From an optimization exercise on the open Yosys and OpenROAD flow, aimed at small area, a short achievable clock period and few clock cycles; shortcuts taken in it are not production practice. Where RTL was checked, it was by simulation tests only, not by an equivalence proof against the original. Power and IR drop assume default switching activity.

==> flow/design.v <==
module xlr8_fdiv
  (input  logic        clk,
   input  logic        rst_n,
   input  logic        start_div,   
   input  logic        start_nop,   
   input  logic [31:0] numer,
   input  logic [31:0] denom,
   output logic        fin,
   output logic [31:0] result);
   logic [3:0]  dcnt;        
   logic        vld;         
   logic        pend;        
   logic        rnd;         
   logic [22:0] fa;          
   logic [22:0] dvs;         
   logic [25:0] dvs3;        
   logic [24:0] dvd;         
   logic [25:0] quo;         
   logic        chg;         
   logic [3:0]  dcnt_nxt;
   logic [25:0] x;
   logic [26:0] t1, t2, t3;
   logic [1:0]  q_dig;
   logic [24:0] d_nxt;
   always_comb begin
      x  = {dvd, 1'b0};
      t1 = {1'b0, x} - {3'b001, dvs};
      t2 = {1'b0, x} - {2'b01, dvs, 1'b0};
      t3 = {1'b0, x} - {1'b0, dvs3};
      if (!t3[26]) begin
         q_dig = 2'd3;
         d_nxt = {t3[23:0], 1'b0};
      end
      else if (!t2[26]) begin
         q_dig = 2'd2;
         d_nxt = {t2[23:0], 1'b0};
      end
      else if (!t1[26]) begin
         q_dig = 2'd1;
         d_nxt = {t1[23:0], 1'b0};
      end
      else begin
         q_dig = 2'd0;
         d_nxt = {x[23:0], 1'b0};
      end
   end
   logic [7:0]  exp_n, exp_d, exp_q;
   logic        n_nan, d_nan, n_inf, d_inf, n_0, d_0;
   logic        norm;
   logic [22:0] inc, m_rnd;
   logic [31:0] q_out;
   always_comb begin
      exp_n = numer[30:23];
      exp_d = denom[30:23];
      n_nan = (exp_n == 8'hff) && (numer[22:0] != 0);
      d_nan = (exp_d == 8'hff) && (denom[22:0] != 0);
      n_inf = (exp_n == 8'hff) && (numer[22:0] == 0);
      d_inf = (exp_d == 8'hff) && (denom[22:0] == 0);
      n_0 = (exp_n == 0);
      d_0 = (exp_d == 0);
      norm = quo[25];
      exp_q = exp_n - exp_d + 8'd126 + {7'd0, norm};
      inc = quo[24:2] + 23'd1;
      if (norm)          
        m_rnd = quo[1] ? inc : quo[24:2];
      else               
        m_rnd = (quo[1] && quo[0]) ? {inc[21:0], 1'b0}
                                   : {quo[23:2], quo[1] | quo[0]};
      if (n_nan || d_nan || (n_0 && d_0) || (n_inf && d_inf))
        q_out = 32'h7fffffff;
      else if (n_inf || d_0)
        q_out = {numer[31] ^ denom[31], 8'hff, 23'h0};
      else if (n_0 || d_inf)
        q_out = {numer[31] ^ denom[31], 31'h0};
      else
        q_out = {numer[31] ^ denom[31], exp_q, m_rnd};
   end
   assign chg = !vld || (numer[22:0] != fa) || (denom[22:0] != dvs);
   assign dcnt_nxt = chg ? 4'd0 : (dcnt == 4'd13) ? dcnt : dcnt + 4'd1;
   assign fin = (pend || start_div) && (dcnt_nxt == 4'd13);
   always_ff @(posedge clk or negedge rst_n)
     if (!rst_n) begin
        vld  <= 1'b0;
        dcnt <= 4'd0;
        pend <= 1'b0;
        rnd  <= 1'b0;
     end
     else begin
        vld  <= 1'b1;
        dcnt <= dcnt_nxt;
        pend <= (pend || start_div) && !fin;
        rnd  <= fin;
     end
   always_ff @(posedge clk)
     begin
        fa <= numer[22:0];
        dvs <= denom[22:0];
        dvs3 <= {2'b01, denom[22:0]} + {1'b1, denom[22:0], 1'b0};
     end
   always_ff @(posedge clk)
     if (chg)
       dvd <= {2'b01, numer[22:0]};
     else if (dcnt != 4'd13) begin
        dvd <= d_nxt;
        quo <= {quo[23:0], q_dig};
     end
   always_ff @(posedge clk or negedge rst_n)
     if (!rst_n)
       result <= 32'h0;
     else if (start_nop)
       result <= 32'h0;
     else if (rnd)
       result <= q_out;
endmodule  
`timescale 1 ns / 1 ns
module xlr8_xf
  (input  logic        clk,
   input  logic        rstn,
   input  logic [5:0]  adr,
   input  logic [7:0]  dbus_in,
   output logic [7:0]  dbus_out,
   input  logic        iore,
   input  logic        iowe,
   output logic        out_en,
   output logic        start_div,   
   output logic        start_nop,   
   input  logic        fin,         
   input  logic [31:0] result);
   logic [6:0] ctrl_reg;
   logic       flag;       
   logic       unsup;      
   logic       ctrl_we;
   logic       status_re;
   logic       start;
   logic [7:0] rbyte;
   logic [7:0] creg;
   assign ctrl_we   = iowe && (adr == 6'h10);
   assign status_re = iore && (adr == 6'h11);
   assign start     = ctrl_we && dbus_in[6];
   assign start_div = start && (dbus_in[2:0] == 3'd3);
   assign start_nop = start && (dbus_in[2:0] != 3'd3);
   assign out_en = iore && !adr[5] &&
                   (adr[4] ? (adr[3:1] == 3'b000) : (adr[3:2] == 2'b11));
   always_comb begin
      case (adr[1:0])
        2'd0:    rbyte = result[7:0];
        2'd1:    rbyte = result[15:8];
        2'd2:    rbyte = result[23:16];
        default: rbyte = result[31:24];
      endcase
      creg = adr[0] ? {flag, unsup, 6'h00} : {1'b0, ctrl_reg};
      dbus_out = adr[4] ? creg : rbyte;
   end
   always_ff @(posedge clk or negedge rstn)
     if (!rstn)
       ctrl_reg <= 7'h00;
     else if (ctrl_we)
       ctrl_reg <= dbus_in[6:0];
   always_ff @(posedge clk or negedge rstn)
     if (!rstn) begin
        flag  <= 1'b0;
        unsup <= 1'b0;
     end
     else if (start_nop) begin
        flag  <= 1'b1;
        unsup <= 1'b1;
     end
     else if (fin) begin
        flag  <= 1'b1;
        unsup <= 1'b0;
     end
     else if (start) begin
        flag  <= 1'b0;
        unsup <= 1'b0;
     end
     else if (status_re)
       flag <= 1'b0;
endmodule
`timescale 1 ns / 1 ns
module xlr8_float_div
  (input  logic        clk,
   input  logic        rstn,
   input  logic [5:0]  adr,
   input  logic [7:0]  dbus_in,
   output logic [7:0]  dbus_out,
   input  logic        iore,
   input  logic        iowe,
   output logic        out_en,
   input  logic [31:0] opa,    
   input  logic [31:0] opb     
   );
   logic        start_div;
   logic        start_nop;
   logic        fin;
   logic [31:0] result;
   xlr8_xf xf_inst
     (.clk       (clk),
      .rstn      (rstn),
      .adr       (adr),
      .dbus_in   (dbus_in),
      .dbus_out  (dbus_out),
      .iore      (iore),
      .iowe      (iowe),
      .out_en    (out_en),
      .start_div (start_div),
      .start_nop (start_nop),
      .fin       (fin),
      .result    (result));
   xlr8_fdiv fdiv_inst
     (.clk       (clk),
      .rst_n     (rstn),
      .start_div (start_div),
      .start_nop (start_nop),
      .numer     (opa),
      .denom     (opb),
      .fin       (fin),
      .result    (result));
endmodule
Settings: LEC_CHECK=0, CAP_MARGIN=20, CORE_MARGIN=2, CORE_UTILIZATION=40, SETUP_SLACK_MARGIN=2.0, SLEW_MARGIN=20; clock period 5.0 ns.
run.sh (not shown) runs the stock make flow with config.mk's settings and CLKGATE_MAP_FILE= SYNTH_SCRIPT=/design/flow/synth_recipe.tcl, a recipe that flattens the netlist after the stock synthesis.
The starting point finished clean.
Change:
--- a/flow/design.v
+++ b/flow/design.v
@@ -4,23 +4,18 @@
    input  logic        start_div,   
    input  logic        start_nop,   
    input  logic [31:0] numer,
    input  logic [31:0] denom,
    output logic        fin,
    output logic [31:0] result);
-   logic [3:0]  dcnt;        
-   logic        vld;         
-   logic        pend;        
+   logic [3:0]  cnt;         
+   logic        busy;
    logic        rnd;         
-   logic [22:0] fa;          
    logic [22:0] dvs;         
    logic [25:0] dvs3;        
    logic [24:0] dvd;         
-   logic [25:0] quo;         
-   logic        chg;         
-   logic [3:0]  dcnt_nxt;
    logic [25:0] x;
    logic [26:0] t1, t2, t3;
    logic [1:0]  q_dig;
    logic [24:0] d_nxt;
    always_comb begin
       x  = {dvd, 1'b0};
@@ -55,63 +50,60 @@
       n_nan = (exp_n == 8'hff) && (numer[22:0] != 0);
       d_nan = (exp_d == 8'hff) && (denom[22:0] != 0);
       n_inf = (exp_n == 8'hff) && (numer[22:0] == 0);
       d_inf = (exp_d == 8'hff) && (denom[22:0] == 0);
       n_0 = (exp_n == 0);
       d_0 = (exp_d == 0);
-      norm = quo[25];
+      norm = result[25];
       exp_q = exp_n - exp_d + 8'd126 + {7'd0, norm};
-      inc = quo[24:2] + 23'd1;
+      inc = result[24:2] + 23'd1;
       if (norm)          
-        m_rnd = quo[1] ? inc : quo[24:2];
+        m_rnd = result[1] ? inc : result[24:2];
       else               
-        m_rnd = (quo[1] && quo[0]) ? {inc[21:0], 1'b0}
-                                   : {quo[23:2], quo[1] | quo[0]};
+        m_rnd = (result[1] && result[0]) ? {inc[21:0], 1'b0}
+                                         : {result[23:2], result[1] | result[0]};
       if (n_nan || d_nan || (n_0 && d_0) || (n_inf && d_inf))
         q_out = 32'h7fffffff;
       else if (n_inf || d_0)
         q_out = {numer[31] ^ denom[31], 8'hff, 23'h0};
       else if (n_0 || d_inf)
         q_out = {numer[31] ^ denom[31], 31'h0};
       else
         q_out = {numer[31] ^ denom[31], exp_q, m_rnd};
    end
-   assign chg = !vld || (numer[22:0] != fa) || (denom[22:0] != dvs);
-   assign dcnt_nxt = chg ? 4'd0 : (dcnt == 4'd13) ? dcnt : dcnt + 4'd1;
-   assign fin = (pend || start_div) && (dcnt_nxt == 4'd13);
+   assign busy = (cnt != 4'd0);
+   assign fin  = (cnt == 4'd1);
    always_ff @(posedge clk or negedge rst_n)
      if (!rst_n) begin
-        vld  <= 1'b0;
-        dcnt <= 4'd0;
-        pend <= 1'b0;
-        rnd  <= 1'b0;
+        cnt <= 4'd0;
+        rnd <= 1'b0;
      end
      else begin
-        vld  <= 1'b1;
-        dcnt <= dcnt_nxt;
-        pend <= (pend || start_div) && !fin;
-        rnd  <= fin;
+        rnd <= fin;
+        if (start_div)
+          cnt <= 4'd12;
+        else if (busy)
+          cnt <= cnt - 4'd1;
      end
    always_ff @(posedge clk)
      begin
-        fa <= numer[22:0];
         dvs <= denom[22:0];
         dvs3 <= {2'b01, denom[22:0]} + {1'b1, denom[22:0], 1'b0};
      end
    always_ff @(posedge clk)
-     if (chg)
+     if (start_div || busy)
+       dvd <= d_nxt;
+     else
        dvd <= {2'b01, numer[22:0]};
-     else if (dcnt != 4'd13) begin
-        dvd <= d_nxt;
-        quo <= {quo[23:0], q_dig};
-     end
    always_ff @(posedge clk or negedge rst_n)
      if (!rst_n)
        result <= 32'h0;
      else if (start_nop)
        result <= 32'h0;
+     else if (start_div || busy)
+       result <= {result[29:0], q_dig};
      else if (rnd)
        result <= q_out;
 endmodule  
 `timescale 1 ns / 1 ns
 module xlr8_xf
   (input  logic        clk,
Outcome: Worst setup slack improved by 0.31 ns. Wire length fell by 14%. Flip-flop and latch count fell by 51. Utilization rose by 0.51 points. Global-route usage barely changes. First-iteration DRC count fell by 38%. Area after synthesis fell by 15%. Sequential share of layout area fell by 6.5 points. Die area fell by 14%. Via count fell by 9.1%. Clock skew fell by 0.0037 ns. Worst hold slack improved by 0.019 ns. Clock-buffer cell count stays the same.
Testbench counts after the change, summed over its fixed seeds: cycles 43,200.
Function not checked in the first run of this note: the RTL went through the layout flow alone.

========
== the previous run ==
Another version of the RTL of xlr8_float_div (not shown whole).
For scale: ~1600 cells after synthesis, about 13000 um^2 of cells after synthesis.
==> module xlr8_fdiv, before the edit <==
module xlr8_fdiv
  (input  logic        clk,
   input  logic        rst_n,
   input  logic        start_div,   
   input  logic        start_nop,   
   input  logic [31:0] numer,
   input  logic [31:0] denom,
   output logic        fin,
   output logic [31:0] result);
   logic [3:0]  dcnt;        
   logic        vld;         
   logic        pend;        
   logic        rnd;         
   logic [22:0] fa;          
   logic [22:0] dvs;         
   logic [25:0] dvs3;        
   logic [24:0] dvd;         
   logic [25:0] quo;         
   logic        chg;         
   logic [3:0]  dcnt_nxt;
   logic [25:0] x;
   logic [26:0] t1, t2, t3;
   logic [1:0]  q_dig;
   logic [24:0] d_nxt;
   always_comb begin
      x  = {dvd, 1'b0};
      t1 = {1'b0, x} - {3'b001, dvs};
      t2 = {1'b0, x} - {2'b01, dvs, 1'b0};
      t3 = {1'b0, x} - {1'b0, dvs3};
      if (!t3[26]) begin
         q_dig = 2'd3;
         d_nxt = {t3[23:0], 1'b0};
      end
      else if (!t2[26]) begin
         q_dig = 2'd2;
         d_nxt = {t2[23:0], 1'b0};
      end
      else if (!t1[26]) begin
         q_dig = 2'd1;
         d_nxt = {t1[23:0], 1'b0};
      end
      else begin
         q_dig = 2'd0;
         d_nxt = {x[23:0], 1'b0};
      end
   end
   logic [7:0]  exp_n, exp_d, exp_q;
   logic        n_nan, d_nan, n_inf, d_inf, n_0, d_0;
   logic        norm;
   logic [22:0] inc, m_rnd;
   logic [31:0] q_out;
   always_comb begin
      exp_n = numer[30:23];
      exp_d = denom[30:23];
      n_nan = (exp_n == 8'hff) && (fa != 0);
      d_nan = (exp_d == 8'hff) && (dvs != 0);
      n_inf = (exp_n == 8'hff) && (fa == 0);
      d_inf = (exp_d == 8'hff) && (dvs == 0);
      n_0 = (exp_n == 0);
      d_0 = (exp_d == 0);
      norm = quo[25];
      exp_q = exp_n - exp_d + 8'd126 + {7'd0, norm};
      inc = quo[24:2] + 23'd1;
      if (norm)          
        m_rnd = quo[1] ? inc : quo[24:2];
      else               
        m_rnd = (quo[1] && quo[0]) ? {inc[21:0], 1'b0}
                                   : {quo[23:2], quo[1] | quo[0]};
      if (n_nan || d_nan || (n_0 && d_0) || (n_inf && d_inf))
        q_out = 32'h7fffffff;
      else if (n_inf || d_0)
        q_out = {numer[31] ^ denom[31], 8'hff, 23'h0};
      else if (n_0 || d_inf)
        q_out = {numer[31] ^ denom[31], 31'h0};
      else
        q_out = {numer[31] ^ denom[31], exp_q, m_rnd};
   end
   assign chg = !vld || (numer[22:0] != fa) || (denom[22:0] != dvs);
   assign dcnt_nxt = chg ? 4'd0 : (dcnt == 4'd13) ? dcnt : dcnt + 4'd1;
   assign fin = (pend || start_div) && (dcnt_nxt == 4'd13);
   always_ff @(posedge clk or negedge rst_n)
     if (!rst_n) begin
        vld  <= 1'b0;
        dcnt <= 4'd0;
        pend <= 1'b0;
        rnd  <= 1'b0;
     end
     else begin
        vld  <= 1'b1;
        dcnt <= dcnt_nxt;
        pend <= (pend || start_div) && !fin;
        rnd  <= fin;
     end
   always_ff @(posedge clk)
     begin
        fa <= numer[22:0];
        dvs <= denom[22:0];
        dvs3 <= {2'b01, denom[22:0]} + {1'b1, denom[22:0], 1'b0};
     end
   always_ff @(posedge clk)
     if (chg)
       dvd <= {2'b01, numer[22:0]};
     else
       dvd <= d_nxt;
   always_ff @(posedge clk)
     if (!chg && dcnt != 4'd13)
       quo <= {quo[23:0], q_dig};
   always_ff @(posedge clk or negedge rst_n)
     if (!rst_n)
       result <= 32'h0;
     else if (start_nop)
       result <= 32'h0;
     else if (rnd)
       result <= q_out;
endmodule  
==> flow/config.mk <==
export PLATFORM = sky130hd
export DESIGN_NAME = xlr8_float_div
export DESIGN_NICKNAME = xlr8_float_div
export VERILOG_FILES = /design/flow/design.v
export SDC_FILE = /design/flow/constraint.sdc
export NUM_CORES = 4
export LEC_CHECK = 0
export CAP_MARGIN = 20
export CORE_MARGIN = 2
export CORE_UTILIZATION = 40
export SETUP_SLACK_MARGIN = 2.0
export SLEW_MARGIN = 20
==> flow/constraint.sdc <==
create_clock -name core_clock -period 5.0 [get_ports {clk}]
set_input_delay 1.0000 -clock core_clock [delete_from_list [all_inputs] [get_ports {clk}]]
set_output_delay 1.0000 -clock core_clock [all_outputs]
set_load 0.01 [all_outputs]
Testbench counts of the previous run, summed over its fixed seeds: cycles 35,992.
> inputs changed (the previous run -> the current run)
--- a/flow/design.v
+++ b/flow/design.v
@@ -50,14 +50,14 @@
    logic [22:0] inc, m_rnd;
    logic [31:0] q_out;
    always_comb begin
       exp_n = numer[30:23];
       exp_d = denom[30:23];
-      n_nan = (exp_n == 8'hff) && (fa != 0);
-      d_nan = (exp_d == 8'hff) && (dvs != 0);
-      n_inf = (exp_n == 8'hff) && (fa == 0);
-      d_inf = (exp_d == 8'hff) && (dvs == 0);
+      n_nan = (exp_n == 8'hff) && (numer[22:0] != 0);
+      d_nan = (exp_d == 8'hff) && (denom[22:0] != 0);
+      n_inf = (exp_n == 8'hff) && (numer[22:0] == 0);
+      d_inf = (exp_d == 8'hff) && (denom[22:0] == 0);
       n_0 = (exp_n == 0);
       d_0 = (exp_d == 0);
       norm = quo[25];
       exp_q = exp_n - exp_d + 8'd126 + {7'd0, norm};
       inc = quo[24:2] + 23'd1;
==> results.txt <==
Going from the previous run to the current run, total of clock buffers placed in the layout dropped about 17%, switching power summed over all nets dropped 1.6%, global-route usage dropped 1.2 points, number of cells on the critical path climbed 4. Per the comparison of the current run with the previous run, total power now smaller; violation count after the first detailed-route iteration rose by 91; clock period minus worst slack went up 0.11 ns; die footprint fell 580 um^2; final instance area fell 91 um^2. Comparing post-synthesis adder-cell area fraction for the current run and the previous run, the bigger number came from the current run. Diff the previous run -> the current run: portion of the clock cycle consumed by the worst path in the final layout +2.2 points, combinational group share of total power ~0 delta, number of signal-net inverters in the final layout +15.
For the current run, only the layout was checked, not whether the RTL still works.

port drivers added, routing unchanged:
The flow's constraints put no driver on any port. The routed layouts listed below were extracted and timed again, unchanged, in two steps.
Step 1, drivers: a clkbuf_16 drives clk and a buf_2 each remaining input, both assumed.
Step 2 also shifts input and output timing later by t, the mid clock arrival at the registers, as if the neighbouring blocks saw the same clock.
Three values: ideal, step 1, step 2; two values: the first two.
run	t (ns)	slack for setup (ns)	worst setup path after step 2	worst register clock-pin slew, ns
the first run of note 1	0.483	1.691 / 1.691 / 1.295	input to register	0.09 / 0.09
the second run of note 1	0.465	1.997 / 1.965 / 1.589	input to register	0.07 / 0.07
the previous run	0.481	2.022 / 1.973 / 1.528	input to register	0.07 / 0.07
the current run	0.493	1.914 / 1.886 / 1.424	input to register	0.08 / 0.08
After both steps every run listed still meets setup and hold. For the previous run, which loses most, drivers alone change the setup slack by -0.049 ns; drivers and shift together by -0.494 ns.
